Background: an optimization exercise with open tools, aiming at small area, a short achievable clock period and few clock cycles. Do not read the settings as production practice.
RTL that was checked went through simulation tests only; none was proved equivalent to the original.

## jt900h_alu
module jt900h_alu(
    input             rst,
    input             clk,
    input             cen,
    input      [31:0] op0,       
    input      [31:0] op1,       
    input      [31:0] op2,       
    input             bs,ws,qs,
    input             div_sign,       
    input             div,
    output            div_busy,
    input       [4:0] alu_sel,
    input       [2:0] cx_sel,
    input             nin, hin, cin, zin,
    output            s,z,p,c,v,
    output            h,
    output     [31:0] rslt
);
Size: ~3200 cells after synthesis, roughly 54 flip-flops, roughly 160 I/O pins, roughly 23000 um2 of cells after synthesis.
export LEC_CHECK = 0
export CAP_MARGIN = 20
export CORE_MARGIN = 2
export CORE_UTILIZATION = 45
export PLACE_DENSITY = 0.6
export SETUP_SLACK_MARGIN = 4
export SLEW_MARGIN = 20
create_clock -name core_clock -period 17.0 [get_ports {clk}]
standard.sh (not shown) runs the stock make flow with config.mk's settings and CLKGATE_MAP_FILE= SYNTH_SCRIPT=/design/flow/synth_recipe.tcl, a recipe that flattens the netlist after the stock synthesis.
==> flow/flow/run.sh <==
#!/bin/bash
# The standard layout, with plain buf_1 cells as the port buffers instead
# of the delay buffers buffer_ports picks by default. Every other step is the
# standard one. make's output goes to std_flow.log; ORFS keeps each step's log
# under orfs/logs.
set -euo pipefail
export BUFFER_PORTS_ARGS="-buffer_cell sky130_fd_sc_hd__buf_1"
bash standard.sh finish > std_flow.log 2>&1
The starting point produced a clean layout.
Testbench counts at the start, summed over its fixed seeds: cycles 34,238.
Edit:
- CORE_UTILIZATION: 45 -> 55
- PLACE_DENSITY: 0.6 -> 0.7
Effect: The new run produced a clean layout; via count went up by 2.2%; design area rose by 0.40%; fmax grows by 0.46%; clock-buffer cell count stays the same.
Edit:
- CAP_MARGIN: 20 -> 5
- SLEW_MARGIN: 20 -> 5
What happened:
- wire length is about the same
- critical path depth increases by 8
- via count hardly moves
Edit:
- CORE_UTILIZATION: 55 -> 40
- PLACE_DENSITY: 0.7 -> 0.55
=> The new run went through all stages and came out clean. Cell area goes up slightly. Core utilization shrinks by 17 points. Sequential share of layout area is about the same. Die area went up by well over a third. Routed wire length came out higher by a few percent. Register-to-register slack improved by 0.11 ns. Setup slack gains 0.040 ns.
Edit:
==> flow/run.sh (new file) <==
#!/bin/bash
# synth_recipe.tcl (not shown) runs the flow's synth.tcl, then flattens the netlist and writes it again
# the make line also repeats each setting of config.mk as NAME=value (left out here)
make -C /OpenROAD-flow-scripts/flow DESIGN_CONFIG=/design/flow/config.mk WORK_HOME=/design/flow/orfs CLKGATE_MAP_FILE= SYNTH_SCRIPT=/design/flow/synth_recipe.tcl finish
- CAP_MARGIN: 5 -> 20
- CORE_UTILIZATION: 40 -> 55
- PLACE_DENSITY: 0.55 -> 0.7
- SLEW_MARGIN: 5 -> 20
removed: flow/flow/run.sh
removed: flow/standard.sh
=> The new run went through all stages and came out clean. Hold slack is better by 0.011 ns. Design area rose by 5.5%.
Edit:
==> flow/flow/run.sh (new file) <==
#!/bin/bash
# The standard layout, with plain buf_1 cells as the port buffers instead
# of the delay buffers buffer_ports picks by default. Every other step is the
# standard one. make's output goes to std_flow.log; ORFS keeps each step's log
# under orfs/logs.
set -euo pipefail
export BUFFER_PORTS_ARGS="-buffer_cell sky130_fd_sc_hd__buf_1"
bash standard.sh finish > std_flow.log 2>&1
==> flow/standard.sh (new file) <==
#!/bin/bash
# synth_recipe.tcl (not shown) runs the flow's synth.tcl, then flattens the netlist and writes it again
# the make line also repeats each setting of config.mk as NAME=value (left out here)
make -C /OpenROAD-flow-scripts/flow DESIGN_CONFIG=/design/flow/config.mk WORK_HOME=/design/flow/orfs CLKGATE_MAP_FILE= SYNTH_SCRIPT=/design/flow/synth_recipe.tcl "${@:-finish}"
- CORE_UTILIZATION: 55 -> 40
- PLACE_DENSITY: 0.7 -> 0.55
removed: flow/run.sh
Outcome: Hold slack got worse by 0.011 ns. Routed wire length increases by about 0.5%. Worst setup slack improved by 0.16 ns. Die area rose by 37%. Sequential share of layout area increases by 0.26 points.

========
== run 1 ==
Starting RTL as in the previous note.
clock: 17.0 ns
lec_check: 0
cap_margin: 20
core_margin: 2
core_utilization: 55
place_density: 0.7
setup_slack_margin: 3.5
slew_margin: 20
==> flow/flow/run.sh <==
#!/bin/bash
# The standard layout, with plain buf_1 cells as the port buffers instead
# of the delay buffers buffer_ports picks by default. Every other step is the
# standard one. make's output goes to std_flow.log; ORFS keeps each step's log
# under orfs/logs.
set -euo pipefail
export BUFFER_PORTS_ARGS="-buffer_cell sky130_fd_sc_hd__buf_1"
bash standard.sh finish > std_flow.log 2>&1
Testbench counts of run 1, summed over its fixed seeds: cycles 34,238.
--- input diff run 1..run 2 ---
- a change of SETUP_SLACK_MARGIN from 3.5 to 4
- a change of PLACE_DENSITY from 0.7 to 0.5
- a change of CORE_UTILIZATION from 55 to 35
--- outcome ---
Having completed the whole flow, run 2 delivered a layout that passed the timing, design-rule and antenna checks.
Run 2 vs run 1 — pin slew with the least headroom to its limit dropped 0.039 ns.
Relative to run 1, the number of buffers other than clock buffers in the final layout of run 2 is higher by 33.
Worst slack after detailed placement delta (run 2 − run 1): unfavourable
Relative to run 1, total cell area at the placement stage has increased by about 2% in run 2.
Per the comparison of run 2 with run 1, final-layout clock buffer total dropped 1, fraction of the core area covered by cells at the end of the flow dropped 20 points, final area climbed about 4.6%, die area climbed about 56%, routed length on met2 climbed 6300 um.
Input changes introduced in run 3 (baseline for comparison: run 2):
- swapping 4 for 3.5 in SETUP_SLACK_MARGIN
- swapping 0.5 for 0.55 in PLACE_DENSITY
- swapping 35 for 40 in CORE_UTILIZATION
Notes after the runs:
Across both runs, filler cell count in the final layout was lower for run 3 than for run 2. Diff run 2 -> run 3: via count of the first global-routing pass fell 206.

========
job 6032:
jt900h_alu, a different RTL version from the one above (not shown whole).
Size: ~54 flip-flops, roughly 160 I/O pins.
export LEC_CHECK = 0
export CAP_MARGIN = 20
export CORE_MARGIN = 2
export CORE_UTILIZATION = 55
export PLACE_DENSITY = 0.7
export SETUP_SLACK_MARGIN = 3
export SLEW_MARGIN = 20
create_clock -name core_clock -period 17.0 [get_ports {clk}]
Scripts as last shown in full above: flow/flow/run.sh
## Diff of input files: job 800 against job 6032
Settings: a change of SETUP_SLACK_MARGIN from 3 to 4.
--- outcome ---
| final worst setup slack | job 800 vs job 6032 | better |
The wire length on met1 was comparable across job 6032 and job 800.
For job 800, the library cell contributing the largest single delay on the critical path was fa_2, unlike job 6032, where it was fa_1.
Any difference in clock network contribution to total cell area between job 6032 and job 800 is small enough to ignore.
The met1 layer usage reported by global route of job 800 falls short of that of job 6032 by 0.42 points.
No functional check of the RTL was part of any run of this note.

-- port drivers added, routing unchanged --
The results above use ideal ports. As a check the final layouts listed here were re-extracted and re-timed, cells and wires unchanged. Step 1 sets driving cells, clkbuf_16 on the clock port and buf_2 on the other inputs (assumed; they add their load-dependent delay and slew). Step 2 adds t to the input delays and takes it off the output delays; t is the mean of the earliest and latest rising clock arrival at the registers after step 1. Input paths then give back, and output paths get back, about the clock's delay inside the block. Three values: no drivers, after step 1, after step 2; two values: the first two.
run	t (ns)	slack for setup (ns)	hold slack, ns	worst setup path at the end	pins driven straight from the clock port
the first run of note 1	0.349	4.026 / 4.002 / 4.002	0.396 / 0.396 / 0.396	input to output	1
the second run of note 1	0.342	4.086 / 4.039 / 4.039	0.400 / 0.400 / 0.400	input to output	1
the third run of note 1	0.343	4.153 / 4.126 / 4.126	0.400 / 0.400 / 0.400	input to output	1
the fourth run of note 1	0.347	4.193 / 4.171 / 4.171	0.398 / 0.398 / 0.398	input to output	1
the fifth run of note 1	0.342	4.030 / 4.002 / 4.002	0.409 / 0.409 / 0.409	input to output	1
the sixth run of note 1	0.347	4.193 / 4.171 / 4.171	0.398 / 0.398 / 0.398	input to output	1
run 1	0.340	3.710 / 3.682 / 3.682	0.395 / 0.395 / 0.395	input to output	1
run 2	0.346	4.185 / 4.159 / 4.159	0.405 / 0.405 / 0.405	input to output	1
run 3	0.351	3.656 / 3.627 / 3.627	0.399 / 0.399 / 0.399	input to output	1
job 6032	0.359	2.999 / 2.974 / 2.974	0.430 / 0.430 / 0.430	input to output	1
job 800	0.362	3.759 / 3.704 / 3.704	0.399 / 0.399 / 0.399	input to output	1
After both steps setup and hold are still met in every run listed. For job 800, which loses most, drivers alone change the setup slack by -0.055 ns; drivers and shift together by -0.055 ns.
